Context: an optimization exercise on an open-source flow, tuned for small area. The choices shown serve that exercise and are no tape-out recipe.
RTL that was checked went through simulation tests only; none was proved equivalent to the original.

==> inputs of job 853 <==
Design mul1, start of the top module:
module mul1 (
    input clock,
    input reset,
    input logic FU_unit,
    input [31:0] regA,
    input [31:0] regB,
    input logic [4:0] func,
    input logic rollback,
    input logic [5:0] tag_in,
    output logic [31:0] result,
    output logic [5:0] tag_out,
    output done
);
    localparam logic [4:0] ALU_MUL    = 5'h0a;
    localparam logic [4:0] ALU_MULH   = 5'h0b;
    localparam logic [4:0] ALU_MULHSU = 5'h0c;
    localparam logic [4:0] ALU_MULHU  = 5'h0d;
    logic [5:0] tag_old;
    wire is_mul = (func == ALU_MUL) || (func == ALU_MULH) || (func == ALU_MULHSU) || (func == ALU_MULHU);
    wire start  = is_mul & ((tag_old != tag_in) | (tag_in == 6'd0) | FU_unit);
    wire sign_a = func[1] | ~func[0];    
    wire sign_b = func[1];               
    wire hi_in  = ~func[1] | func[0];    
    logic [31:0] res1, res2, res3, res4;
    logic [5:0]  tag1, tag2, tag3, tag4;
    logic        v1, v2, v3, v4;
    wire [31:0] opa = regA;
    wire [31:0] opb = regB;
    wire a32 = sign_a & regA[31];
    wire b32 = sign_b & regB[31];
    wire hi  = hi_in;
    wire [63:0] prod;
    wire neg0;
    wire one1;
    wire two2;
    wire pp3;
    wire pp4;
    wire pp5;
    wire pp6;
    wire pp7;
    wire pp8;
    wire pp9;
    wire pp10;
    wire pp11;
    wire pp12;
    wire pp13;
    wire pp14;
    wire pp15;
    wire pp16;
    wire pp17;
    wire pp18;
    wire pp19;
    wire pp20;
    wire pp21;
    wire pp22;
    wire pp23;
    wire pp24;
    wire pp25;
    wire pp26;
    wire pp27;
    wire pp28;
    wire pp29;
    wire pp30;
    wire pp31;
    wire pp32;
    wire pp33;
    wire pp34;
    wire pp35;
    wire ppn36;
    wire neg37;
    wire one38;
    wire two39;
    wire pp40;
    wire pp41;
    wire pp42;
    wire pp43;
    wire pp44;
    wire pp45;
    wire pp46;
    wire pp47;
    wire pp48;
    wire pp49;
    wire pp50;
    wire pp51;
    wire pp52;
    wire pp53;
    wire pp54;
    wire pp55;
    wire pp56;
    wire pp57;
    wire pp58;
    wire pp59;
    wire pp60;
  ...
==> flow/config.mk <==
export PLATFORM = sky130hd
export DESIGN_NAME = mul1
export DESIGN_NICKNAME = mul1
export VERILOG_FILES = /design/flow/design.v
export SDC_FILE = /design/flow/constraint.sdc
export NUM_CORES = 4
export LEC_CHECK = 0
export ABC_AREA = 1
export CAP_MARGIN = 20
export CORE_MARGIN = 2
export CORE_UTILIZATION = 65
export CTS_BUF_LIST = sky130_fd_sc_hd__clkbuf_8
export GPL_ROUTABILITY_DRIVEN = 0
export PLACE_DENSITY = 0.75
export SLEW_MARGIN = 20
export SYNTH_HIERARCHICAL = 1
export SYNTH_MINIMUM_KEEP_SIZE = 0
==> flow/constraint.sdc <==
create_clock -name core_clock -period 10.0 [get_ports {clock}]
set_input_delay 2.0000 -clock core_clock [delete_from_list [all_inputs] [get_ports {clock}]]
set_output_delay 2.0000 -clock core_clock [all_outputs]
set_load 0.01 [all_outputs]
standard.sh (not shown) runs the stock make flow with config.mk's settings and CLKGATE_MAP_FILE= SYNTH_SCRIPT=/design/flow/synth_recipe.tcl, a recipe that flattens the netlist after the stock synthesis.
==> flow/flow/run.sh <==
#!/bin/bash
# Standard ORFS layout (the standard.sh, standard synthesis unchanged) with
# minimum-size port buffers, no CTS dummy loads, and power/area recovery after
# global routing.
set -euo pipefail
bash standard.sh BUFFER_PORTS_ARGS="-buffer_cell sky130_fd_sc_hd__buf_1" \
  CTS_ARGS="-sink_clustering_enable -repair_clock_nets -dont_use_dummy_load -buf_list sky130_fd_sc_hd__clkbuf_8" \
  RECOVER_POWER=100 finish > standard.log 2>&1
==> job 7307 (differences from job 853) <==
==> flow/flow/run.sh (replaced) <==
#!/bin/bash
# Standard ORFS layout (the standard.sh, standard synthesis unchanged) with
# minimum-size port buffers and power/area recovery after global routing.
set -euo pipefail
bash standard.sh BUFFER_PORTS_ARGS="-buffer_cell sky130_fd_sc_hd__buf_1" RECOVER_POWER=100 finish > standard.log 2>&1
CORE_UTILIZATION = 45   (was 65)
GPL_ROUTABILITY_DRIVEN = not set   (was 0)
PLACE_DENSITY = 0.6   (was 0.75)
==> job 341 (differences from job 853) <==
GPL_ROUTABILITY_DRIVEN = not set   (was 0)
==> summary of the runs <==
- Job 853 passed the timing, DRC and antenna checks. Job 7307 produced a clean layout. Job 341 finished with timing, DRC and antenna clean.
- In job 7307 the via count is lower than in job 341, by 0.69%.
- The lowest worst setup slack belongs to job 853, the highest to job 341.
- Of job 7307 and job 341, job 341 has the higher fmax (gap 1.5%, measured against job 341).
- The lowest cell count belongs to job 341, the highest to job 7307.
- Area after synthesis is the same in job 341 and job 7307.
- In synthesized cell count, job 853 and job 7307 do not differ.

* * *

==> inputs of job 1876 <==
Another version of the RTL of mul1 (not shown whole).
Design mul1, start of the top module:
module mul1 (
    input clock,
    input reset,
    input logic FU_unit,
    input [31:0] regA,
    input [31:0] regB,
    input logic [4:0] func,
    input logic rollback,
    input logic [5:0] tag_in,
    output logic [31:0] result,
    output logic [5:0] tag_out,
    output done
);
==> flow/config.mk <==
export PLATFORM = sky130hd
export DESIGN_NAME = mul1
export DESIGN_NICKNAME = mul1
export VERILOG_FILES = /design/flow/design.v
export SDC_FILE = /design/flow/constraint.sdc
export NUM_CORES = 4
export LEC_CHECK = 0
export ABC_AREA = 1
export CAP_MARGIN = 20
export CORE_MARGIN = 2
export CORE_UTILIZATION = 45
export PLACE_DENSITY = 0.6
export SLEW_MARGIN = 20
export SYNTH_HIERARCHICAL = 1
export SYNTH_MINIMUM_KEEP_SIZE = 0
==> flow/constraint.sdc <==
create_clock -name core_clock -period 10.0 [get_ports {clock}]
set_input_delay 2.0000 -clock core_clock [delete_from_list [all_inputs] [get_ports {clock}]]
set_output_delay 2.0000 -clock core_clock [all_outputs]
set_load 0.01 [all_outputs]
run.sh (not shown) runs the stock make flow with config.mk's settings and CLKGATE_MAP_FILE= SYNTH_SCRIPT=/design/flow/synth_recipe.tcl, a recipe that flattens the netlist after the stock synthesis.
Stock flow here: none of the scripts above is used.
==> job 2994: changes against job 1876 <==
--- a/flow/design.v
+++ b/flow/design.v
@@ -20,23 +20,19 @@
     wire start  = is_mul & ((tag_old != tag_in) | (tag_in == 6'd0) | FU_unit);
     wire sign_a = func[1] | ~func[0];    
     wire sign_b = func[1];               
     wire hi_in  = ~func[1] | func[0];    
     logic [31:0] res1, res2, res3, res4;
     logic [5:0]  tag1, tag2, tag3, tag4;
     logic        v1, v2, v3, v4;
-    logic [31:0] opa, opb;
-    logic a32, b32, hi;
-    always_ff @(posedge clock) begin
-        opa <= regA;
-        opb <= regB;
-        a32 <= sign_a & regA[31];
-        b32 <= sign_b & regB[31];
-        hi  <= hi_in;
-    end
+    wire [31:0] opa = regA;
+    wire [31:0] opb = regB;
+    wire a32 = sign_a & regA[31];
+    wire b32 = sign_b & regB[31];
+    wire hi  = hi_in;
     wire [63:0] prod;
     wire neg0;
     wire one1;
     wire two2;
     wire pp3;
     wire pp4;
     wire pp5;
@@ -3745,15 +3741,15 @@
     assign prod[62] = p1851 ^ G2030;
     assign prod[63] = p1853 ^ G2092;
     wire [31:0] r0 = hi ? prod[63:32] : prod[31:0];
     always_ff @(posedge clock) begin
         tag1 <= tag_in; tag2 <= tag1; tag3 <= tag2; tag4 <= tag3;
     end
     always_ff @(posedge clock) begin
-        res2 <= r0; res3 <= res2; res4 <= res3;
+        res1 <= r0; res2 <= res1; res3 <= res2; res4 <= res3;
     end
     always_ff @(posedge clock) begin
         if (reset) begin
             v1 <= 1'b0; v2 <= 1'b0; v3 <= 1'b0; v4 <= 1'b0;
         end else begin
             v1 <= start;
             v2 <= v1 & ~rollback;
==> results.py <==
metrics = {
    "worst_setup_path": {
        "timing.rr.end": "v1",
    },
    "die": {
        "die_area_mm2": 0.0613,
    },
    "cells_and_area": {
        "mostFrequentLayoutCells": "xor2_1 (545), o22ai_1 (513), fa_1 (511)",
        "regArea_mm2": 0.00324,
    },
    "run_status": {
        "status": "complete, no violations",
    },
    "synthesis": {
        "synth_top_area_share_pct": 38.3,
        "syn_area_per_cell_um2": 10.0,
    },
    "drt": {
        "drt-initial-drc-count": 2523,
    },
}
[end of results for job 2994]
==> results.py <==
metrics = {
    "worst_setup_path": {
        "timing.rr.end": "res2[19]",
    },
    "run_status": {
        "status": "complete, no violations",
    },
    "cells_and_area": {
        "mostFrequentLayoutCells": "xor2_1 (574), o22ai_1 (511), fa_1 (511)",
    },
    "die": {
        "die_area_mm2": 0.0637,
    },
    "synthesis": {
        "synth_top_area_share_pct": 36.9,
        "syn_area_per_cell_um2": 10.0,
    },
    "global_routing": {
        "busiest_layer": "met2",
    },
    "drt": {
        "drt-initial-drc-count": 2666,
    },
}
[end of results for job 1876]
Only the layout flow was run in job 1876; the RTL was not checked for function there.

* * *

==> 04-02: inputs <==
RTL: one of the versions met above, not the one the previous note started from.
Settings: LEC_CHECK=0, ABC_AREA=1, CAP_MARGIN=20, CORE_MARGIN=2, CORE_UTILIZATION=70, CTS_BUF_LIST=sky130_fd_sc_hd__clkbuf_8, PLACE_DENSITY=0.7999999999999999, SLEW_MARGIN=20, SYNTH_HIERARCHICAL=1, SYNTH_MINIMUM_KEEP_SIZE=0; clock period 10.0 ns.
standard.sh (not shown) runs the stock make flow with config.mk's settings and CLKGATE_MAP_FILE= SYNTH_SCRIPT=/design/flow/synth_recipe.tcl, a recipe that flattens the netlist after the stock synthesis.
==> flow/flow/run.sh <==
#!/bin/bash
# Standard ORFS layout (the standard.sh, standard synthesis unchanged) with
# minimum-size port buffers, no CTS dummy loads, and power/area recovery after
# global routing.
set -euo pipefail
bash standard.sh BUFFER_PORTS_ARGS="-buffer_cell sky130_fd_sc_hd__buf_1" \
  CTS_ARGS="-sink_clustering_enable -repair_clock_nets -dont_use_dummy_load -buf_list sky130_fd_sc_hd__clkbuf_8" \
  RECOVER_POWER=100 finish > standard.log 2>&1
==> inputs of 08-07, as changes to 04-02 <==
--- a/flow/flow/run.sh
+++ b/flow/flow/run.sh
@@ -5,4 +5,4 @@
 set -euo pipefail
 bash standard.sh BUFFER_PORTS_ARGS="-buffer_cell sky130_fd_sc_hd__buf_1" \
-  CTS_ARGS="-sink_clustering_enable -repair_clock_nets -dont_use_dummy_load -buf_list sky130_fd_sc_hd__clkbuf_8" \
+  CTS_ARGS="-sink_clustering_enable -repair_clock_nets -dont_use_dummy_load -sink_clustering_size 24 -sink_clustering_max_diameter 120 -buf_list sky130_fd_sc_hd__clkbuf_8" \
   RECOVER_POWER=100 finish > standard.log 2>&1
Settings changed: CORE_UTILIZATION 70 to 60, PLACE_DENSITY 0.7999999999999999 to 0.7.
==> inputs of 03-14, as changes to 04-02 <==
Settings changed: CORE_UTILIZATION 70 to 75, PLACE_DENSITY 0.7999999999999999 to 0.85.
==> run_results.csv <==
group,metric,value,unit
worst_hold_path,holdPathEnd,"res4[21]",
finish,buffers,262,
timing,finClkSkew,0.03027,ns
placement,dp_hpwl,68020,um
critical_path,r2r_setup_slack,8.89,ns
drt,viasPerCell,6.718,
outcome,outcome,"complete, no violations",
critical_path,cpPeakStageDelay,0.59,ns
drt,met1_length,32740,um
critical_path,crit_top_cell,"nand2_1",
finish,buffer_area_frac,0.05877,
finish,final_core_util,0.6424,
global_routing,grt_pass1_vias,22630,
finish,fin_area,27610,um2
finish,multi_input_area_share,0.7681,
(the above is from 08-07)
==> run_results.csv <==
group,metric,value,unit
outcome,outcome,"complete, no violations",
finish,final_core_util,0.7496,
cts,clkSinkCount,162,
global_routing,grt_pass1_vias,23590,
drt,viasPerCell,7.182,
finish,buffers,271,
synth,ys_seq_elements,162,
finish,buffer_area_frac,0.06067,
drt,met1_length,31730,um
critical_path,r2r_setup_slack,8.85,ns
critical_path,cpPeakStageDelay,0.66,ns
global_routing,grt_pass1_wl,138300,um
worst_hold_path,holdPathEnd,"tag4[2]",
critical_path,crit_top_cell,"fa_1",
finish,fin_area,27510,um2
timing,finClkSkew,0.03767,ns
die,initial_core_util,0.7118,
(the above is from 04-02)
==> run_results.csv <==
group,metric,value,unit
outcome,outcome,"complete, no violations",
global_routing,grt_max_degree,43,
synth,yosys.area.top_type,"fa_1",
critical_path,cpPeakStageDelay,0.86,ns
placement,dp_hpwl,71540,um
global_routing,grt_pass1_vias,24040,
timing,finClkSkew,0.04309,ns
worst_hold_path,holdPathEnd,"tag4[5]",
finish,buffer_area_frac,0.05552,
finish,area_growth,4.728,%
finish,buffers,255,
finish,multi_input_gates,2064,
critical_path,cp_num_cells,33,
critical_path,r2r_setup_slack,8.80,ns
finish,fin_area,27360,um2
drt,viasPerCell,7.543,
finish,multi_input_area_share,0.7758,
(the above is from 03-14)

-- afterwards: timing with drivers on the ports --
The flow's constraints put no driver on any port. The routed layouts listed below were extracted and timed again, unchanged, in two steps.
Step 1 sets driving cells, clkbuf_16 on the clock port and buf_2 on the other inputs (assumed; they add their load-dependent delay and slew).
Step 2 times the ports against the registers' clock, not the clock port: input delays grow and output delays shrink by t, the midpoint of the rising clock arrivals with the driver on.
Slacks: no drivers / after step 1 / after step 2; pairs: no drivers / after step 1.
run	shift t [ns]	setup WS [ns]	clock arrival spread, ns
job 853	0.510	0.351 / 0.367 / -0.142	0.038 / 0.039
job 7307	0.538	0.545 / 0.564 / 0.025	0.030 / 0.029
job 341	0.516	0.690 / 0.699 / 0.182	0.034 / 0.035
job 1876	0.552	1.832 / 1.832 / 1.832	0.022 / 0.022
job 2994	0.491	0.662 / 0.692 / 0.201	0.026 / 0.026
04-02	0.510	0.622 / 0.512 / 0.002	0.053 / 0.053
08-07	0.522	0.466 / 0.485 / -0.037	0.047 / 0.046
03-14	0.544	0.445 / 0.425 / -0.119	0.050 / 0.050
With both steps, setup timing fails in job 853, 08-07 and 03-14, where it was met with ideal ports. For 04-02, which loses most, drivers alone change the setup slack by -0.110 ns; drivers and shift together by -0.620 ns.
